Source: an optimization exercise on an open RTL-to-GDS flow (aim: small area, a short achievable clock period and few clock cycles). Production flows keep margins and buffers that such runs may drop. The RTL was checked by simulation tests, not by an equivalence proof against the original design. No activity file was given, so power comes from the tool's default toggle rates.

==> trial 98: inputs <==
==> flow/design.v <==
module cordic_core (
    input  wire         clk,
    input  wire         rst,
    input  wire         bus_write,
    input  wire         bus_read,
    input  wire [5:0]   addr,
    input  wire [31:0]  wdata,
    output reg  [31:0]  rdata,
    output reg          done
);
    wire d0 = ~wdata[31];
    wire d1 = d0 ? (wdata[30] | wdata[29]) : (wdata[30] & wdata[29]);
    wire [31:0] pm = ({d1, d0} == 2'd0) ? 32'd3441162979 : ({d1, d0} == 2'd1) ? 32'd219937507 : ({d1, d0} == 2'd2) ? 32'd4075029789 : 32'd853804317;
    wire [15:0] xm = ({d1, d0} == 2'd0) ? 16'h26d9 : ({d1, d0} == 2'd1) ? 16'h748b : ({d1, d0} == 2'd2) ? 16'h748b : 16'h26d9;
    wire [15:0] ym = ({d1, d0} == 2'd0) ? 16'h8b75 : ({d1, d0} == 2'd1) ? 16'h26d9 : ({d1, d0} == 2'd2) ? 16'hd927 : 16'h748b;
    wire [29:0] zm = wdata[29:0] - pm[29:0];     
    wire [31:0] wsu = {~wdata[31], wdata[30:0]};      
    wire sat = (wsu >= 32'd3339092122) | (wsu < 32'd955875174);
    wire d2 = sat ? d0 : ~zm[29];
    wire [31:0] kp = ({d1, d0} == 2'd0) ? 32'd686345410 : ({d1, d0} == 2'd1) ? 32'd3907570882 : ({d1, d0} == 2'd2) ? 32'd52478600 : 32'd3273704072;
    wire [31:0] kn = ({d1, d0} == 2'd0) ? 32'd1021263224 : ({d1, d0} == 2'd1) ? 32'd4242488696 : ({d1, d0} == 2'd2) ? 32'd387396414 : 32'd3608621886;
    wire [28:0] zmp = wdata[28:0] + kp[28:0], zmn = wdata[28:0] + kn[28:0];
    wire d3 = sat ? d0 : (d2 ? ~zmp[28] : ~zmn[28]);
    wire [29:0] zc = sat ? (d0 ? 30'd337804157 : 30'd735937666) : zm;
    reg [15:0] xr, yr;
    reg [29:0] zr;        
    reg [6:0]  cnt;       
    reg        er1;       
    reg        busy;
    wire e0 = ~zr[29];
    wire e1 = er1;
    reg [27:0] zp;
    always @(*) begin
        zp = 28'd0;
        case ({e1, e0})
            2'd0: begin
                if (cnt[0]) zp = 28'd15971793;
                if (cnt[1]) zp = 28'd204413660;
                if (cnt[2]) zp = 28'd252415373;
                if (cnt[3]) zp = 28'd264430207;
                if (cnt[4]) zp = 28'd267434140;
                if (cnt[5]) zp = 28'd268185127;
                if (cnt[6]) zp = 28'd268372875;
            end
            2'd1: begin
                if (cnt[0]) zp = 28'd82454151;
                if (cnt[1]) zp = 28'd21312866;
                if (cnt[2]) zp = 28'd5339593;
                if (cnt[3]) zp = 28'd1335077;
                if (cnt[4]) zp = 28'd333772;
                if (cnt[5]) zp = 28'd83443;
                if (cnt[6]) zp = 28'd20861;
            end
            2'd2: begin
                if (cnt[0]) zp = 28'd185981305;
                if (cnt[1]) zp = 28'd247122590;
                if (cnt[2]) zp = 28'd263095863;
                if (cnt[3]) zp = 28'd267100379;
                if (cnt[4]) zp = 28'd268101684;
                if (cnt[5]) zp = 28'd268352013;
                if (cnt[6]) zp = 28'd268414595;
            end
            2'd3: begin
                if (cnt[0]) zp = 28'd252463663;
                if (cnt[1]) zp = 28'd64021796;
                if (cnt[2]) zp = 28'd16020083;
                if (cnt[3]) zp = 28'd4005249;
                if (cnt[4]) zp = 28'd1001316;
                if (cnt[5]) zp = 28'd250329;
                if (cnt[6]) zp = 28'd62581;
            end
        endcase
    end
    reg [26:0] zkp;
    always @(*) begin
        zkp = 27'd0;
        case ({e1, e0})
            2'd0: begin
                if (cnt[0]) zkp = 27'd75578604;
                if (cnt[1]) zkp = 27'd53341958;
                if (cnt[2]) zkp = 27'd13349920;
                if (cnt[3]) zkp = 27'd3337705;
                if (cnt[4]) zkp = 27'd834430;
                if (cnt[5]) zkp = 27'd208608;
                if (cnt[6]) zkp = 27'd62581;
            end
            2'd1: begin
                if (cnt[0]) zkp = 27'd9096246;
                if (cnt[1]) zkp = 27'd102225024;
                if (cnt[2]) zkp = 27'd126207972;
                if (cnt[3]) zkp = 27'd132215107;
                if (cnt[4]) zkp = 27'd133717070;
                if (cnt[5]) zkp = 27'd134092564;
                if (cnt[6]) zkp = 27'd134196867;
            end
            2'd2: begin
                if (cnt[0]) zkp = 27'd39786820;
                if (cnt[1]) zkp = 27'd10633028;
                if (cnt[2]) zkp = 27'd2669430;
                if (cnt[3]) zkp = 27'd667533;
                if (cnt[4]) zkp = 27'd166886;
                if (cnt[5]) zkp = 27'd41722;
                if (cnt[6]) zkp = 27'd20861;
            end
            2'd3: begin
                if (cnt[0]) zkp = 27'd107522190;
                if (cnt[1]) zkp = 27'd59516094;
                if (cnt[2]) zkp = 27'd115527482;
                if (cnt[3]) zkp = 27'd129544935;
                if (cnt[4]) zkp = 27'd133049526;
                if (cnt[5]) zkp = 27'd133925678;
                if (cnt[6]) zkp = 27'd134155147;
            end
        endcase
    end
    reg [26:0] zkn;
    always @(*) begin
        zkn = 27'd0;
        case ({e1, e0})
            2'd0: begin
                if (cnt[0]) zkn = 27'd26695538;
                if (cnt[1]) zkn = 27'd74701634;
                if (cnt[2]) zkn = 27'd18690246;
                if (cnt[3]) zkn = 27'd4672793;
                if (cnt[4]) zkn = 27'd1168202;
                if (cnt[5]) zkn = 27'd292050;
                if (cnt[6]) zkn = 27'd62581;
            end
            2'd1: begin
                if (cnt[0]) zkn = 27'd94430908;
                if (cnt[1]) zkn = 27'd123584700;
                if (cnt[2]) zkn = 27'd131548298;
                if (cnt[3]) zkn = 27'd133550195;
                if (cnt[4]) zkn = 27'd134050842;
                if (cnt[5]) zkn = 27'd134176006;
                if (cnt[6]) zkn = 27'd134196867;
            end
            2'd2: begin
                if (cnt[0]) zkn = 27'd125121482;
                if (cnt[1]) zkn = 27'd31992704;
                if (cnt[2]) zkn = 27'd8009756;
                if (cnt[3]) zkn = 27'd2002621;
                if (cnt[4]) zkn = 27'd500658;
                if (cnt[5]) zkn = 27'd125164;
                if (cnt[6]) zkn = 27'd20861;
            end
            2'd3: begin
                if (cnt[0]) zkn = 27'd58639124;
                if (cnt[1]) zkn = 27'd80875770;
                if (cnt[2]) zkn = 27'd120867808;
                if (cnt[3]) zkn = 27'd130880023;
                if (cnt[4]) zkn = 27'd133383298;
                if (cnt[5]) zkn = 27'd134009120;
                if (cnt[6]) zkn = 27'd134155147;
            end
        endcase
    end
    wire [27:0] zn = zr[27:0] - zp;                   
    wire [26:0] zsp = zr[26:0] + zkp, zsn = zr[26:0] + zkn;    
    wire en1 = ~zn[27] ? ~zsp[26] : ~zsn[26];
    reg [15:0] sx0;
    always @(*) begin
        sx0 = 16'd0;
        if (cnt[0]) sx0 = sx0 | ({{2{xr[15]}}, xr[15:2]});
        if (cnt[1]) sx0 = sx0 | ({{4{xr[15]}}, xr[15:4]});
        if (cnt[2]) sx0 = sx0 | ({{6{xr[15]}}, xr[15:6]});
        if (cnt[3]) sx0 = sx0 | ({{8{xr[15]}}, xr[15:8]});
        if (cnt[4]) sx0 = sx0 | ({{10{xr[15]}}, xr[15:10]});
        if (cnt[5]) sx0 = sx0 | ({{12{xr[15]}}, xr[15:12]});
        if (cnt[6]) sx0 = sx0 | ({{14{xr[15]}}, xr[15:14]});
    end
    reg [15:0] sy0;
    always @(*) begin
        sy0 = 16'd0;
        if (cnt[0]) sy0 = sy0 | ({{2{yr[15]}}, yr[15:2]});
        if (cnt[1]) sy0 = sy0 | ({{4{yr[15]}}, yr[15:4]});
        if (cnt[2]) sy0 = sy0 | ({{6{yr[15]}}, yr[15:6]});
        if (cnt[3]) sy0 = sy0 | ({{8{yr[15]}}, yr[15:8]});
        if (cnt[4]) sy0 = sy0 | ({{10{yr[15]}}, yr[15:10]});
        if (cnt[5]) sy0 = sy0 | ({{12{yr[15]}}, yr[15:12]});
        if (cnt[6]) sy0 = sy0 | ({{14{yr[15]}}, yr[15:14]});
    end
    reg [15:0] sx1;
    always @(*) begin
        sx1 = 16'd0;
        if (cnt[0]) sx1 = sx1 | ({{3{xr[15]}}, xr[15:3]});
        if (cnt[1]) sx1 = sx1 | ({{5{xr[15]}}, xr[15:5]});
        if (cnt[2]) sx1 = sx1 | ({{7{xr[15]}}, xr[15:7]});
        if (cnt[3]) sx1 = sx1 | ({{9{xr[15]}}, xr[15:9]});
        if (cnt[4]) sx1 = sx1 | ({{11{xr[15]}}, xr[15:11]});
        if (cnt[5]) sx1 = sx1 | ({{13{xr[15]}}, xr[15:13]});
        if (cnt[6]) sx1 = sx1 | ({{15{xr[15]}}, xr[15:15]});
    end
    reg [15:0] sy1;
    always @(*) begin
        sy1 = 16'd0;
        if (cnt[0]) sy1 = sy1 | ({{3{yr[15]}}, yr[15:3]});
        if (cnt[1]) sy1 = sy1 | ({{5{yr[15]}}, yr[15:5]});
        if (cnt[2]) sy1 = sy1 | ({{7{yr[15]}}, yr[15:7]});
        if (cnt[3]) sy1 = sy1 | ({{9{yr[15]}}, yr[15:9]});
        if (cnt[4]) sy1 = sy1 | ({{11{yr[15]}}, yr[15:11]});
        if (cnt[5]) sy1 = sy1 | ({{13{yr[15]}}, yr[15:13]});
        if (cnt[6]) sy1 = sy1 | ({{15{yr[15]}}, yr[15:15]});
    end
    reg [15:0] sx2;
    always @(*) begin
        sx2 = 16'd0;
        if (cnt[0]) sx2 = sx2 | ({{5{xr[15]}}, xr[15:5]});
        if (cnt[1]) sx2 = sx2 | ({{9{xr[15]}}, xr[15:9]});
        if (cnt[2]) sx2 = sx2 | ({{13{xr[15]}}, xr[15:13]});
        if (cnt[3]) sx2 = sx2 | ({{15{xr[15]}}, xr[15:15]});
        if (cnt[4]) sx2 = sx2 | ({{15{xr[15]}}, xr[15:15]});
        if (cnt[5]) sx2 = sx2 | ({{15{xr[15]}}, xr[15:15]});
        if (cnt[6]) sx2 = sx2 | ({{15{xr[15]}}, xr[15:15]});
    end
    reg [15:0] sy2;
    always @(*) begin
        sy2 = 16'd0;
        if (cnt[0]) sy2 = sy2 | ({{5{yr[15]}}, yr[15:5]});
        if (cnt[1]) sy2 = sy2 | ({{9{yr[15]}}, yr[15:9]});
        if (cnt[2]) sy2 = sy2 | ({{13{yr[15]}}, yr[15:13]});
        if (cnt[3]) sy2 = sy2 | ({{15{yr[15]}}, yr[15:15]});
        if (cnt[4]) sy2 = sy2 | ({{15{yr[15]}}, yr[15:15]});
        if (cnt[5]) sy2 = sy2 | ({{15{yr[15]}}, yr[15:15]});
        if (cnt[6]) sy2 = sy2 | ({{15{yr[15]}}, yr[15:15]});
    end
    reg [15:0] lm;
    always @(*) begin
        lm = 16'd0;
        if (cnt[0]) lm = lm | (16'h0007);
        if (cnt[1]) lm = lm | (16'h001f);
        if (cnt[2]) lm = lm | (16'h007f);
        if (cnt[3]) lm = lm | (16'h01ff);
        if (cnt[4]) lm = lm | (16'h07ff);
        if (cnt[5]) lm = lm | (16'h1fff);
        if (cnt[6]) lm = lm | (16'h7fff);
    end
    wire [15:0] m0 = {16{e0}}, m1 = {16{e1}};
    wire [15:0] vx = sy0 ^ m0;           
    wire [15:0] vy = sx0 ^ ~m0;          
    wire [16:0] lx = {1'b0, xr & lm} + {1'b0, vx & lm} + {16'b0, e0};
    wire [16:0] ly = {1'b0, yr & lm} + {1'b0, vy & lm} + {16'b0, ~e0};
    reg [0:0] cx;
    always @(*) begin
        cx = 1'd0;
        if (cnt[0]) cx = cx | (lx[3]);
        if (cnt[1]) cx = cx | (lx[5]);
        if (cnt[2]) cx = cx | (lx[7]);
        if (cnt[3]) cx = cx | (lx[9]);
        if (cnt[4]) cx = cx | (lx[11]);
        if (cnt[5]) cx = cx | (lx[13]);
        if (cnt[6]) cx = cx | (lx[15]);
    end
    reg [0:0] cy;
    always @(*) begin
        cy = 1'd0;
        if (cnt[0]) cy = cy | (ly[3]);
        if (cnt[1]) cy = cy | (ly[5]);
        if (cnt[2]) cy = cy | (ly[7]);
        if (cnt[3]) cy = cy | (ly[9]);
        if (cnt[4]) cy = cy | (ly[11]);
        if (cnt[5]) cy = cy | (ly[13]);
        if (cnt[6]) cy = cy | (ly[15]);
    end
    wire [15:0] ax = sy1 ^ m1, bx = sx2 ^ ~m0 ^ m1;
    wire [15:0] ay = sx1 ^ ~m1, by = sy2 ^ m0 ^ ~m1;
    wire [15:0] xs1 = xr ^ vx ^ ax;
    wire [15:0] xc1 = {(xr[14:0] & vx[14:0]) | (xr[14:0] & ax[14:0]) | (vx[14:0] & ax[14:0]), e0};
    wire [15:0] xs2 = xs1 ^ xc1 ^ bx;
    wire [15:0] xc2 = {(xs1[14:0] & xc1[14:0]) | (xs1[14:0] & bx[14:0]) | (xc1[14:0] & bx[14:0]), e1};
    wire xci = cy ^ e1;
    wire [16:0] xt = {xs2, xci} + {xc2, xci};
    wire [15:0] xn = xt[16:1];
    wire [15:0] ys1 = yr ^ vy ^ ay;
    wire [15:0] yc1 = {(yr[14:0] & vy[14:0]) | (yr[14:0] & ay[14:0]) | (vy[14:0] & ay[14:0]), ~e0};
    wire [15:0] ys2 = ys1 ^ yc1 ^ by;
    wire [15:0] yc2 = {(ys1[14:0] & yc1[14:0]) | (ys1[14:0] & by[14:0]) | (yc1[14:0] & by[14:0]), ~e1};
    wire yci = cx ^ ~e1;
    wire [16:0] yt = {ys2, yci} + {yc2, yci};
    wire [15:0] yn = yt[16:1];
    wire start = bus_write && (addr == 6'h04);
    always @(posedge clk) begin
        if (start) begin
            xr <= xm; yr <= ym; zr <= zc; er1 <= d3; cnt <= 7'd1;
        end else if (busy) begin
            xr <= xn; yr <= yn; zr <= {{2{zn[27]}}, zn}; er1 <= en1; cnt <= {cnt[5:0], 1'b0};
        end
    end
    always @(posedge clk) begin
        if (rst) begin
            busy <= 1'b0; done <= 1'b0;
        end else if (start) begin
            busy <= 1'b1; done <= 1'b0;
        end else if (busy) begin
            if (cnt[6]) begin busy <= 1'b0; done <= 1'b1; end
        end else begin
            done <= done & bus_write;
        end
    end
    wire sel_xy = ~addr[5] & ~addr[4] & addr[3] & ~addr[1] & ~addr[0];
    wire sel_ct = ~addr[5] & ~addr[4] & ~addr[3] & ~addr[2] & ~addr[1] & ~addr[0];
    wire [15:0] rv = addr[2] ? yr : xr;
    always @(*) begin
        rdata = {{16{sel_xy & rv[15]}}, {16{sel_xy}} & rv};
        rdata[0] = (sel_xy & rv[0]) | (sel_ct & done);
    end
endmodule
==> flow/run.sh <==
#!/bin/bash
# synth_recipe.tcl (not shown) runs the flow's synth.tcl, then flattens the netlist and writes it again
# the make line also repeats each setting of config.mk as NAME=value (left out here)
make -C /OpenROAD-flow-scripts/flow DESIGN_CONFIG=/design/flow/config.mk WORK_HOME=/design/flow/orfs CLKGATE_MAP_FILE= SYNTH_SCRIPT=/design/flow/synth_recipe.tcl finish
==> flow/config.mk <==
export PLATFORM = sky130hd
export DESIGN_NAME = cordic_core
export DESIGN_NICKNAME = cordic_core
export VERILOG_FILES = /design/flow/design.v
export SDC_FILE = /design/flow/constraint.sdc
export NUM_CORES = 4
export LEC_CHECK = 0
export ABC_AREA = 1
export CAP_MARGIN = 20
export CORE_MARGIN = 2
export CORE_UTILIZATION = 45
export SETUP_SLACK_MARGIN = 5.0
export SLEW_MARGIN = 20
export TNS_END_PERCENT = 10
==> flow/constraint.sdc <==
create_clock -name core_clock -period 10.0 [get_ports {clk}]
set_input_delay 2.0000 -clock core_clock [delete_from_list [all_inputs] [get_ports {clk}]]
set_output_delay 2.0000 -clock core_clock [all_outputs]
set_load 0.01 [all_outputs]
==> inputs of build 57, as changes to trial 98 <==
--- a/flow/config.mk
+++ b/flow/config.mk
@@ -10,5 +10,4 @@
 export CORE_MARGIN = 2
-export CORE_UTILIZATION = 45
+export CORE_UTILIZATION = 50
 export SETUP_SLACK_MARGIN = 5.0
 export SLEW_MARGIN = 20
-export TNS_END_PERCENT = 10
==> inputs of build 56, as changes to trial 98 <==
--- a/flow/config.mk
+++ b/flow/config.mk
@@ -10,5 +10,5 @@
 export CORE_MARGIN = 2
-export CORE_UTILIZATION = 45
+export CORE_UTILIZATION = 50
 export SETUP_SLACK_MARGIN = 5.0
 export SLEW_MARGIN = 20
-export TNS_END_PERCENT = 10
+export TNS_END_PERCENT = 5
==> notes <==
Register-to-register slack: trial 98 is lower than build 57 (0.06 ns).
The highest worst hold slack belongs to build 56, the lowest to trial 98.
The highest global-route usage belongs to build 56, the lowest to trial 98.
Routed wire length, lowest first: build 57, build 56, trial 98.
Sequential power: build 57 is higher than trial 98 (about 3%).
In synthesized cell count, build 57 and trial 98 do not differ.
Testbench counts of trial 98, summed over its fixed seeds: cycles 64,000.
Testbench counts of build 57, summed over its fixed seeds: cycles 64,000.
Testbench counts of build 56, summed over its fixed seeds: cycles 64,000.

[afterwards: timing with drivers on the ports]
Ports are ideal in the flow. The routed layouts listed here were re-timed in OpenROAD. Step 1 (the two cells are an assumption about what drives the block):
set clk [get_ports {clk}]
set_driving_cell -lib_cell sky130_fd_sc_hd__clkbuf_16 $clk
set_driving_cell -lib_cell sky130_fd_sc_hd__buf_2 [delete_from_list [all_inputs] $clk]
Step 2 times the ports against the registers' clock, not the clock port: input delays grow and output delays shrink by t, the midpoint of the rising clock arrivals with the driver on. Three values: ideal ports, drivers, drivers and shift; two values: the first two.
| run | t (ns) | slack for setup (ns) | pins driven straight from the clock port |
|---|---|---|---|
| trial 98 | 0.435 | 4.920 / 4.887 / 4.702 | 1 |
| build 57 | 0.421 | 4.903 / 4.864 / 4.669 | 1 |
| build 56 | 0.430 | 4.914 / 4.910 / 4.513 | 1 |
After both steps every run listed still meets setup and hold. The setup slack of build 56, which loses most, moves by -0.004 ns with the drivers and by -0.401 ns with both steps.
